Background: an optimization exercise with open tools, aiming at small area. Do not read the settings as production practice.
In this exercise RTL edits were held to simulation tests only and were not proved equivalent to the original.
No activity file was given, so power comes from the tool's default toggle rates.

--- flow/config.mk ---
export PLATFORM = sky130hd
export DESIGN_NAME = cpu
export DESIGN_NICKNAME = cpu
export VERILOG_FILES = /design/flow/design.v
export SDC_FILE = /design/flow/constraint.sdc
export NUM_CORES = 4
export LEC_CHECK = 0
export CAP_MARGIN = 20
export CORE_MARGIN = 2
export CORE_UTILIZATION = 40
export SLEW_MARGIN = 20
--- flow/constraint.sdc ---
create_clock -name core_clock -period 5.0 [get_ports {clk}]
set_input_delay 1.0000 -clock core_clock [delete_from_list [all_inputs] [get_ports {clk}]]
set_output_delay 1.0000 -clock core_clock [all_outputs]
set_load 0.01 [all_outputs]
--- flow/design.v ---
module ram16x8 (data_out, clk, w_mem, address, data_in);
input[3:0] address;
input[7:0] data_in;
input w_mem, clk;
output[7:0] data_out;
reg[7:0] ram_data[15:0];
reg[7:0] data_out;
always@(posedge clk)begin
	if (w_mem == 1'b0)
		data_out <= ram_data[address];
	else
		ram_data[address] <= data_in;
end
endmodule
module cpu(out, in, clk, reset);
parameter DATA_IN=0, REG_C_O=1, ALU_OUT=2, MEM_OUT=3;
input[7:0] in;
input clk, reset;
output[7:0] out;
reg[7:0] reg_a, reg_b, reg_c, instr, write_data, out;
wire[7:0] in, mem_out, alu_out;
wire clk, reset;
wire [3:0] addr;
wire [1:0] sel;
wire ready, w_out, w_reg_a, w_reg_b, w_reg_c, w_mem;
always@(alu_out or in or mem_out or reg_c or sel)begin
	if (sel == DATA_IN)
		write_data = in;
	else if (sel == ALU_OUT)
		write_data = alu_out;
	else if (sel==MEM_OUT)
		write_data=mem_out; 
  else
 	  write_data=reg_c; 
end   
always@(posedge clk)begin
	if(reset)begin
		instr <= 0;
		reg_a <= 0;
		reg_b <= 0;
		reg_c <= 0;
		out <= 0;
	end
	else begin
	    instr <= in;
		if(ready)begin
			if (w_reg_c)
				reg_c <= write_data;
			else if (w_reg_a)
				reg_a <= write_data;
			else if (w_reg_b)
				reg_b <= write_data;
			else if(w_out)
				out <= write_data;
      else
        out <= 0;
		end
	end
end
ram16x8 r1(
	.data_out	(mem_out[7:0]),
	.address	(addr[3:0]),
	.data_in	(write_data[7:0]),
	.w_mem		(w_mem),
	.clk		(clk));
ALU a1(
	.alu_out	(alu_out[7:0]),
	.reg_a		(reg_a[7:0]),
	.reg_b		(reg_b[7:0]),
	.sel_fun	(instr[6:4]));
Control c1(
	.addr		(addr[3:0]),
	.sel		(sel[1:0]),
	.ready		(ready),
	.w_out		(w_out),
	.w_reg_a	(w_reg_a),
	.w_reg_b	(w_reg_b),
	.w_reg_c	(w_reg_c),
	.w_mem		(w_mem),
	.opcode		(instr[7:0]),
	.clk		(clk),
	.reset		(reset));
endmodule
module Control(opcode, clk, reset, addr, sel, ready,
		w_out, w_reg_a, w_reg_b, w_reg_c, w_mem) ;
parameter DATA_IN=0, REG_C_O=1, ALU_OUT=2, MEM_OUT=3;
parameter ST_0=0, ST_1=1, ST_2=2, ST_3=3;
input[7:0] opcode;
input clk, reset;
output[3:0] addr;
output[1:0] sel;
output ready, w_out, w_reg_a, w_reg_b, w_reg_c, w_mem;
reg[3:0] addr;
reg[1:0] sel;
reg ready, w_mem, w_out, w_reg_a, w_reg_b, w_reg_c;
reg[1:0] current_state, next_state;
always@(posedge clk)begin
	if (!reset)
		current_state <= next_state;
	else
		current_state <= ST_0;
	end
always@(current_state or opcode)begin
	case(current_state)
	ST_0:begin
		ready = 1;
		addr = opcode[3:0];
		case (opcode[7:4])
		4'b0000:begin
				w_out=0; w_reg_a=0; w_reg_b=0; w_reg_c=1; w_mem=0;
				sel=ALU_OUT; next_state=ST_0; 
				end
		4'b0001:begin
				w_out=0; w_reg_a=0; w_reg_b=0; w_reg_c=1; w_mem=0; 
				sel=ALU_OUT; next_state=ST_0;
				end
		4'b0010:begin
				w_out=0; w_reg_a=0; w_reg_b=0; w_reg_c=1; w_mem=0; 
				sel=ALU_OUT; next_state=ST_0;
				end
		4'b0011:begin
				w_out=0; w_reg_a=0; w_reg_b=0; w_reg_c=1; w_mem=0; 
				sel=ALU_OUT; next_state=ST_0;
				end
		4'b0100:begin
				w_out=0; w_reg_a=0; w_reg_b=0; w_reg_c=1; w_mem=0;
				sel=ALU_OUT; next_state=ST_0;
				end
		4'b0101:begin
				w_out=0; w_reg_a=0; w_reg_b=0; w_reg_c=1; w_mem=0;
				sel=ALU_OUT; next_state=ST_0;
				end
		4'b0110:begin
				w_out=0; w_reg_a=1; w_reg_b=0; w_reg_c=0; w_mem=0;
				sel=DATA_IN; next_state=ST_1;
				end
		4'b0111:begin
				w_out=0; w_reg_a=0; w_reg_b=1; w_reg_c=0; w_mem=0; 
				sel=DATA_IN; next_state=ST_1;  
				end
		4'b1000:begin
				w_out=0; w_reg_a=0; w_reg_b=0; w_reg_c=0; w_mem=1; 
				sel=DATA_IN; next_state=ST_1;
				end
		4'b1001:begin  
				w_out=0; w_reg_a=0; w_reg_b=0; w_reg_c=0; w_mem=1; 
				sel=REG_C_O; next_state=ST_0;  
				end
		4'b1010:begin  
				w_out=0; w_reg_a=0; w_reg_b=0; w_reg_c=0; w_mem=0; 
				sel=MEM_OUT; next_state=ST_2;  
				end
		4'b1011:begin  
				w_out=1; w_reg_a=0; w_reg_b=0; w_reg_c=0; w_mem=0;
				sel=REG_C_O; next_state=ST_0;  
				end
		4'b1100:begin  
				w_out=0; w_reg_a=0; w_reg_b=0; w_reg_c=0; w_mem=0; 
				sel=MEM_OUT; next_state=ST_3;   
				end
		4'b1101:begin  
				w_out=0; w_reg_a=1; w_reg_b=0; w_reg_c=0; w_mem=0;
				sel=REG_C_O; next_state=ST_0;
				end
		4'b1110:begin  
				w_out=0; w_reg_a=0; w_reg_b=1; w_reg_c=0; w_mem=0;
				sel=REG_C_O; next_state=ST_0;
				end
		default:begin
				w_out=0; w_reg_a=0; w_reg_b=0; w_reg_c=0; w_mem=0;
				sel=ALU_OUT; next_state=ST_0;
				end
		endcase
	end
	ST_1 : begin
			ready = 0; addr = 0;
			w_out = 0; w_reg_a = 0; w_reg_b = 0; w_reg_c = 0; w_mem = 0;
			sel = DATA_IN; next_state = ST_0;  
			end
	ST_2 : begin
			ready = 1; addr = 0;
			w_out = 0; w_reg_a = 0; w_reg_b = 0; w_reg_c = 1; w_mem = 0;
			sel = MEM_OUT; next_state = ST_0;  
			end
	ST_3 : begin
			ready = 1; addr = 0;
			w_out = 1; w_reg_a = 0; w_reg_b = 0; w_reg_c = 0; w_mem = 0;
			sel = MEM_OUT; next_state = ST_0;  
			end       
	endcase 
end
endmodule
module ALU(alu_out, reg_a, reg_b, sel_fun) ;
input[7:0]  reg_a, reg_b;
input[2:0] 	sel_fun;
output[7:0] alu_out;
reg[7:0] 	alu_out;
always@(reg_a or reg_b or sel_fun)begin
	case (sel_fun) 
	3'b000 : alu_out = reg_a + reg_b;  
	3'b001 : alu_out = reg_a - reg_b;  
	3'b010 : alu_out = reg_a + 1;
	3'b011 : alu_out = reg_a - 1;
	3'b100 : alu_out = reg_a + reg_b + 1;  
	3'b101 : alu_out = ~reg_a;  
	default: alu_out = 8'b0;
	endcase
end
endmodule
--- flow/run.sh ---
#!/bin/bash
# synth_recipe.tcl (not shown) runs the flow's synth.tcl, then flattens the netlist and writes it again
# the make line also repeats each setting of config.mk as NAME=value (left out here)
make -C /OpenROAD-flow-scripts/flow DESIGN_CONFIG=/design/flow/config.mk WORK_HOME=/design/flow/orfs CLKGATE_MAP_FILE= SYNTH_SCRIPT=/design/flow/synth_recipe.tcl finish
==> flow_summary_export.csv, run 1 <==
group,metric,value,unit
synthesis,postSynthAreaPerCell,11.32,sq um
synthesis,synth_top_cells_by_area,"edfxtp_1 47%, dfxtp_1 11%, a21oi_1 3.7%",
placed_design,hpwlAfterDp,16300,microns
floorplanning,io_pins,18,
synthesis,synth_top_area_frac,0.4690,
clock_network,clk_root_buffer_cell,"clkbuf_16",
setup_path,worstSetupStartpointType,"flop",
synthesis,number_of_enable_type_register_cells_in_the_synthesized_netlist,136,
setup_path,regToRegSetupSlack,980,ps
setup_path,worstPathCellList,"inv_2 -> nand2_1 -> a21oi_1 -> a311o_1 -> ha_1 -> and2_1 -> a221oi_1 -> nand2_1 -> xnor2_1 -> o21ai_1 -> o21ai_1 -> inv_1",
grt,first_global_vias,5997,
synthesis,yosysWarnings,4,
power_and_ir_drop,power_report.internal_total,0.002629,W
timing,max-slew-margin-rel,0.3402,
clock_network,post_cts.resized_instances,0,
synthesis,yosysTopAreaCell,"edfxtp_1",
synthesis,synthesis_stage_register_bit_count,186,
final_layout,drive_above_1_share,0.1027,
timing,tns,0,ps
floorplanning,die-area,0.02297,sq mm
timing,worstMarginPinSlew,986.1,ps
setup_path,critical-path-slowest-cell,"dfxtp_1",
synthesis,synthesis.nets,802,
setup_path,worst-endpoint-arrival,4090,ps
placed_design,gp_congestion,0.8853,
drt,routed_wl,23550,microns
power_and_ir_drop,pwr-share-clk,0.381,
grt,grt_start_max_net_pins,41,
final_layout,antenna_cells_inserted,0,
floorplanning,design.core.area,0.02122,sq mm
timing,period_minus_slack,4016,ps
min_path,timing.hold.worst_endpoint,"out[7]$_SDFFE_PP0P_",
synthesis,async_reset_ff_frac,0,
setup_path,worstSetupEndpointType,"flop",
run_status,run_status,"no timing/DRC/antenna violations",
final_layout,synthToLayoutAreaGrowth,12.08,%
setup_path,crit_type,"flop to flop",
clock_network,h-tree-depth,4,
timing,clock_skew,11.79,ps
power_and_ir_drop,combPwrFrac,0.119,
power_and_ir_drop,power_leakage,3.310,nW
clock_network,cts_setup_buffers,0,
run,maxCapViolCount,0,
setup_path,worstPathMaxFanout,18,
setup_path,r2r-end,"r1.ram_data[14][5]$_DFFE_PP_",
power_and_ir_drop,total_power,0.003565,W
clock_network,inserted_clock_buffers,17,
synthesis,syn-cell-area,0.008708,sq mm
floorplanning,num_rows,53,
min_path,timing.hold.worst.class,"flop to flop",
synthesis,netlist-cell-type-count,65,
clock_network,clock_tree_from_tritoncts,"done",
power_and_ir_drop,vdd_ir_drop_max,198.6,uV
clock_network,insertion_delay,440,ps
timing,setup_viol_count_final,0,
placed_design,postPlaceCellArea,0.009154,sq mm
setup_path,slowest_delay,780,ps
timing,drv_slew,0,
final_layout,commonest_cells_after_routing_fill_and_taps_aside,"136 x edfxtp_1, 81 x nor2_1, 63 x a21oi_1, 63 x nand2_1, 49 x dfxtp_1",
floorplanning,starting_density_of_the_core,0.4104,
min_path,min_delay_path_depth,2,
final_layout,post-route-cell-area,0.009761,sq mm
setup_path,r2r_start,"instr[6]$_SDFF_PP0_",
final_layout,fillerInstances,1935,
grt,grt_overflow_total,0,
final_layout,regArea,0.005086,sq mm
setup_path,critPathLaunch,"instr[6]$_SDFF_PP0_",
final_layout,multiInputGateArea,0.003393,sq mm
power_and_ir_drop,total_switching_power,0.0009356,W
floorplanning,die_width,151.6,microns
placed_design,port_buffers,17,
timing,number_of_failing_hold_endpoints_at_the_final_stage,0,
floorplanning,fp.dieH,151.6,microns
synthesis,ys_dominant_reg_cell,"edfxtp_1",
setup_path,register_to_register_path_depth,12,
timing,fmax,249.0,MHz
timing,setup_repair_after_global_routing_missed_its_margin,"no",
placed_design,placed_cells,1031,
min_path,holdCritStartpoint,"out[7]$_SDFFE_PP0P_",
clock_network,cts-root-to-sink-buffers,2,
power_and_ir_drop,p_per_area,365.2,mW/mm^2
drt,via_per_inst,5.829,
timing,final_hold_slack,453.5,ps
clock_network,clk_pin_slew,70,ps
clock_network,tritoncts_num_sinks,186,
drt,iteration_count_of_the_initial_detailed_routing_pass,6,
final_layout,mostFrequentLayoutCell,"edfxtp_1",
power_and_ir_drop,power.sequential.fraction,0.500,
drt,drtIter0Drc,577,
grt,grt_util_all_layers,0.2150,
final_layout,stdcell_count,1064,
power_and_ir_drop,switching_share,0.2624,
synthesis,number_of_instances_in_the_synthesized_netlist,769,
drt,detailroute.via_count,6202,
grt,antenna_violations_before_repair,0,
drt,remaining_antenna_violation_count,0,
timing,fin_crit_sh,0.8031,
clock_network,cts.hold.buffers_added,0,
drt,post-route-drc-count,0,
setup_path,cp_data_required_time,5080,ps
grt,global_route_wire_length_before_repair,36270,microns
final_layout,finalNetCount,809,
drt,avgRoutedWirePerCell,22.13,microns
synthesis,synth_sequential_area_ratio,0.5839,
[worst max path at each step]
stage | endpoint | slack [ps] | depth (start not counted)
floorplan | r1.ram_data[0][7]$_DFFE_PP_ | 1700 | 13
global placement | r1.ram_data[13][5]$_DFFE_PP_ | 1070 | 12
detailed placement | r1.ram_data[7][5]$_DFFE_PP_ | 1050 | 12
CTS | r1.ram_data[0][7]$_DFFE_PP_ | 1020 | 12
global route | r1.ram_data[1][7]$_DFFE_PP_ | 670 | 12
finish | r1.ram_data[14][5]$_DFFE_PP_ | 980 | 12
[worst max-delay path: cells and delay by family (launching register included)]
family / cells / cell delay (ps)
and+or+nand+nor: 3 / 520
buffers and inverters: 2 / 580
DFF: 1 / 780
adders and majority gates: 1 / 350
AOI/OAI and AO/OA: 5 / 1250
xor gates and xnor gates: 1 / 150
[power groups by stage]
stage | clock network [W] | logic [W] | registers, W
after detailed placement | 0 | 0.000417 | 0.00181
after floorplan | 0 | 0.000270 | 0.00180
after CTS | 0.00138 | 0.000418 | 0.00178
after global routing | 0.00143 | 0.000464 | 0.00179
final | 0.00136 | 0.000426 | 0.00178
after global placement | 0 | 0.000407 | 0.00181
[logic make-up after synthesis]
family                   count (synthesis)  synth area share
AO/OA/AOI/OAI                          208            0.1553
buffers and inverters                   64           0.02902
adder cells (fa/ha/maj)                 23           0.03477
AND/OR/NAND/NOR                        240            0.1329
flip-flops                             186            0.5839
multiplexers                            41           0.05704
XOR/XNOR                                 7          0.007040
[synthesized netlist by cell type (all sizes together), types with 6 or more instances]
library cell / number
edfxtp: 136
ha: 21
nor3: 8
clkbuf: 30
mux2: 19
or3: 6
a22oi: 14
o221ai: 13
o22a: 6
a21oi: 65
nor2b: 24
o2111ai: 8
mux2i: 17
nand3: 8
buf: 10
o21ai: 53
nand2: 63
inv: 24
o22ai: 11
nand2b: 13
nand3b: 14
nor2: 81
dfxtp: 50
[area by class of cell]
class	instances	share of cell area
clock buffers	19	0.04435
flip-flops and latches	186	0.5211
multi-input cells	519	0.3476
inverters	24	0.009230
clock inverters	13	0.01654
repair buffers	28	0.02589
well taps	275	0.03525
[stage by stage]
step	util	setup WS, ps
floorplan	-	1699
global placement	0.4309	1070
detailed placement	0.4314	1053
CTS	0.4594	1020
global route	0.4600	673.6
finish	0.4600	984.4
[per-layer routing]
metal,track usage,wire [microns]
met1,0.3081,10770
met2,0.3247,10740
met3,0.05479,1612
met4,0.05972,423
met5,0,0
[flip-flops by register name, summed over array words and instances, names as in the netlist, named ones only]
| signal | flops |
|---|---|
| r1.ram_data | 128 |
| r1.data_out | 8 |
| reg_b | 8 |
| reg_a | 8 |
| c1.current_state | 2 |
| out | 8 |
| reg_c | 8 |
| instr | 7 |
==> run 2, diff against run 1 <==
==> flow/design.v (replaced) <==
module cpu(out, in, clk, reset);
input  [7:0] in;
input        clk, reset;
output [7:0] out;
reg  [7:0] out;
reg  [7:0] reg_a, reg_b, reg_c;
reg  [7:0] mem [0:15];
reg  [3:0] op;      
reg  [3:0] n;       
reg        s1, s0;
wire ex    = ~s1 & ~s0;
wire two   = s1;
wire two_a = s1 & ~s0;
wire two_c = s1 &  s0;
wire op_alu = ex & ~op[3] & ~(op[2] & op[1]);    
wire op_lda = ex & (op == 4'h6);
wire op_ldb = ex & (op == 4'h7);
wire op_sti = ex & (op == 4'h8);
wire op_stc = ex & (op == 4'h9);
wire op_ldm = ex & (op == 4'ha);
wire op_outc= ex & (op == 4'hb);
wire op_outm= ex & (op == 4'hc);
wire op_ac  = ex & (op == 4'hd);
wire op_bc  = ex & (op == 4'he);
wire op_nop = ex & (op == 4'hf);
wire [2:0] f = op[2:0];
wire use_b = ~f[1] & ~(f[2] & f[0]);             
wire inv_q = f[0] & ~f[2];                        
wire inv_p = f[2] & f[0];                         
wire cin   = (~f[2] & (f[0] ^ f[1])) | (f[2] & ~f[0]);  
wire [7:0] p = reg_a ^ {8{inv_p}};
wire [7:0] q = (reg_b & {8{use_b}}) ^ {8{inv_q}};
wire [7:0] alu = p + q + {7'b0, cin};
wire [7:0] rd = mem[n];
wire nr = ~reset;
wire sel_in  = nr & (op_lda | op_ldb | op_sti);
wire sel_c   = nr & (op_stc | op_outc | op_ac | op_bc);
wire sel_alu = nr & op_alu;
wire sel_mem = nr & two;
wire [7:0] bus = ({8{sel_in}}  & in)
               | ({8{sel_c}}   & reg_c)
               | ({8{sel_alu}} & alu)
               | ({8{sel_mem}} & rd);
wire ld_a   = reset | op_lda | op_ac;
wire ld_b   = reset | op_ldb | op_bc;
wire ld_c   = reset | op_alu | two_a;
wire ld_out = reset | two_c | op_sti | op_stc | op_ldm | op_outc | op_outm | op_nop;
wire wr_mem = op_sti | op_stc;
wire s1_nx = nr & (op_ldm | op_outm);
wire s0_nx = reset | op_lda | op_ldb | op_sti | op_outm;
always @(posedge clk) begin
	s1 <= s1_nx;
	s0 <= s0_nx;
	op <= in[7:4];
	if (!s1_nx)
		n <= in[3:0];
	if (ld_a)   reg_a <= bus;
	if (ld_b)   reg_b <= bus;
	if (ld_c)   reg_c <= bus;
	if (ld_out) out   <= bus & {8{~wr_mem}};
	if (wr_mem) mem[n] <= bus;
end
endmodule
==> run 2 against run 1 <==
Register-to-register slack worse by 30 ps. Critical path depth stayed put. Sequential power is 6% lower. Via count decreased by 33%. Final cell count decreased by 32%. Total power decreased by 9.8%. Non-clock buffer count down 6. Highest routed layer unchanged.
==> flow_summary_export.csv, run 2 <==
group,metric,value,unit
synthesis,synth_simple_gate_area_share,0.06437,
grt,grt_start_max_net_pins,32,
run_status,run_status,"no timing/DRC/antenna violations",
synthesis,yosysWarnings,1,
synthesis,synth-xor-area-share,0.01397,
clock_network,cts.hold.buffers_added,0,
synthesis,postSynthAreaPerCell,16.39,sq um
floorplanning,die-area,0.01992,sq mm
timing,number_of_failing_hold_endpoints_at_the_final_stage,0,
final_layout,antenna_cells_inserted,0,
setup_path,worstSetupEndpointType,"flop",
synthesis,synth_top_area_frac,0.6547,
power_and_ir_drop,total_power,0.003217,W
grt,antenna_violations_before_repair,0,
synthesis,synth.area.mux_share,0.1256,
run,maxCapViolCount,0,
placed_design,port_buffers,17,
grt,global_route_wire_length_before_repair,25770,microns
setup_path,cp_data_required_time,5110,ps
drt,drtIter0Drc,348,
clock_network,inserted_clock_buffers,17,
floorplanning,design.core.area,0.01858,sq mm
placed_design,hpwlAfterDp,11160,microns
grt,grt_util_all_layers,0.1806,
placed_design,gp_congestion,0.8652,
synthesis,async_reset_ff_frac,0,
clock_network,cts-root-to-sink-buffers,2,
synthesis,number_of_instances_in_the_synthesized_netlist,459,
clock_network,clk_root_buffer_cell,"clkbuf_16",
final_layout,finalNetCount,502,
timing,max-slew-margin-rel,0.2454,
drt,post-route-drc-count,0,
floorplanning,fp.dieH,141.1,microns
final_layout,drive_above_1_share,0.1501,
clock_network,insertion_delay,430,ps
synthesis,synth_compound_area_frac,0.06554,
clock_network,h-tree-depth,4,
synthesis,synth_top_cells_by_area,"edfxtp_1 65%, mux2i_1 5.3%, mux4_2 4.5%",
synthesis,ys_top_cells_by_count,"164 x edfxtp_1, 40 x mux2i_1, 27 x nor2_1, 24 x nand2_1, 15 x mux4_2",
setup_path,worstPathMaxFanout,19,
drt,remaining_antenna_violation_count,0,
timing,tns,0,ps
final_layout,mostFrequentLayoutCell,"edfxtp_1",
synthesis,main_combinational_cell_family_by_area_after_synthesis,"multiplexers",
synthesis,synthesis.nets,481,
drt,avgRoutedWirePerCell,23.53,microns
synthesis,ys_dominant_reg_cell,"edfxtp_1",
synthesis,netlist-cell-type-count,63,
timing,drv_slew,0,
synthesis,syn-cell-area,0.007522,sq mm
power_and_ir_drop,p_per_area,381.0,mW/mm^2
setup_path,worst-endpoint-arrival,4150,ps
setup_path,worstSetupStartpointType,"flop",
timing,setup_repair_after_global_routing_missed_its_margin,"no",
synthesis,yosysTopAreaCell,"edfxtp_1",
floorplanning,die_width,141.1,microns
final_layout,fillerInstances,1575,
grt,first_global_vias,4101,
timing,setup_viol_count_final,0,
drt,via_per_inst,5.688,
power_and_ir_drop,vdd_ir_drop_max,271.2,uV
final_layout,largest_register_ff_count,128,
final_layout,synthToLayoutAreaGrowth,12.23,%
timing,clock_skew,8.916,ps
synthesis,synth_sequential_area_ratio,0.6813,
clock_network,tritoncts_num_sinks,174,
clock_network,cts_setup_buffers,0,
clock_network,clk_pin_slew,60,ps
timing,worstMarginPinSlew,1128,ps
synthesis,synthMostInstantiatedCell,"edfxtp_1",
floorplanning,starting_density_of_the_core,0.4048,
drt,routed_wl,17110,microns
power_and_ir_drop,power_leakage,2.916,nW
floorplanning,io_pins,18,
final_layout,commonest_cells_after_routing_fill_and_taps_aside,"164 x edfxtp_1, 40 x mux2i_1, 26 x nor2_1",
synthesis,synth_fa_ha_area_frac,0.02196,
timing,worst_slack,956.1,ps
final_layout,largest_register,"mem",
timing,fin_crit_sh,0.8088,
min_path,timing.hold.worst.class,"flop to flop",
floorplanning,num_rows,50,
clock_network,clock_tree_from_tritoncts,"done",
timing,period_minus_slack,4044,ps
synthesis,synthesis_stage_register_bit_count,174,
clock_network,post_cts.resized_instances,0,
drt,detailroute.via_count,4135,
synthesis,number_of_enable_type_register_cells_in_the_synthesized_netlist,164,
setup_path,crit_type,"flop to flop",
timing,fmax,247.3,MHz
placed_design,place_worst_setup_slack,1009,ps
drt,iteration_count_of_the_initial_detailed_routing_pass,5,
grt,grt_overflow_total,0,
[run 2: changes by cell type in the layout (fill, tap and decap cells not counted), sizes merged, moves of 23 or more]
cell	delta
a21oi	-55
nor2	-52
o21ai	-42
dfxtp	-40
nand2	-39
edfxtp	+28
mux2i	+23
[run 2: layout make-up]
| cell class | instances | area [sq um] | share of cell area |
|---|---|---|---|
| Sequential cell | 174 | 5126 | 0.6072 |
| Multi-Input combinational cell | 256 | 2210 | 0.2617 |
| Clock buffer | 18 | 429.2 | 0.05084 |
| Tap cell | 234 | 292.8 | 0.03468 |
| Timing Repair Buffer | 22 | 207.7 | 0.02460 |
| Clock inverter | 14 | 142.6 | 0.01690 |
| Inverter | 9 | 33.78 | 0.004002 |
[run 2: kinds of logic after synthesis]
family | after synthesis
simple gates | 97
buf+inv | 29
flops | 174
xor+xnor | 12
compound gates | 66
fa+ha+maj | 12
mux | 69
[run 2: power breakdown]
part | switching [W] | internal (W)
Sequential | 0.0000266 | 0.00164
Combinational | 0.000161 | 0.000106
Clock | 0.000546 | 0.000733
[run 2: worst paths after layout]
kind	from	end	slack, ps	depth (start not counted)
worst min-delay path	reg_c[4]$_DFFE_PP_	out[4]$_DFFE_PP_	710	2
worst min register to register	reg_c[4]$_DFFE_PP_	out[4]$_DFFE_PP_	710	2
worst max-delay path	op[0]$_DFF_P_	reg_a[4]$_DFFE_PP_	960	12
worst max register to register	op[0]$_DFF_P_	reg_a[4]$_DFFE_PP_	960	12
[run 2: per-layer routing]
metal | routed length (microns) | up-vias | GRT usage | share of wire
met1 | 7554 | 2122 | 0.2396 | 0.44
li1 | - | 1840 | - | -
met3 | 861 | 31 | 0.03940 | 0.050
met5 | 0 | - | 0 | 0
met4 | 487 | 0 | 0.07526 | 0.028
met2 | 8203 | 142 | 0.2897 | 0.48
[run 2: critical path: stages (launching register included)]
cell and delay (ps):
dfxtp_1 580, inv_1 150, ha_1 310, mux2_2 280
fa_1 480, inv_1 110, fa_1 210, nor2b_1 60
o21ai_0 190, a21boi_0 140, a211oi_1 470, nor2_1 150
nand3_1 600
[run 2: stage by stage]
stage	area (sq um)	hold WS (ps)	instances	util
floorplan	7522	530.0	459	-
global placement	7868	674.8	695	0.4234
detailed placement	7868	691.2	695	0.4234
CTS	8439	707.9	727	0.4542
global route	8442	730.4	727	0.4543
finish	8442	706.1	727	0.4543

-- afterwards: timing with drivers on the ports --
The results above use ideal ports. As a check the final layouts listed here were re-extracted and re-timed, cells and wires unchanged. Step 1 assumes that a clkbuf_16 drives the clock port and a buf_2 every other input. Step 2 times the ports against the registers' clock, not the clock port: input delays grow and output delays shrink by t, the midpoint of the rising clock arrivals with the driver on. Three values: no drivers, after step 1, after step 2; two values: the first two.
run | t, ns | slack for setup (ns) | worst data-port slew with drivers (ns)
run 1 | 0.476 | 0.984 / 0.984 / 0.984 | 0.06
run 2 | 0.464 | 0.956 / 0.956 / 0.956 | 0.05
After both steps every run listed still meets setup and hold.
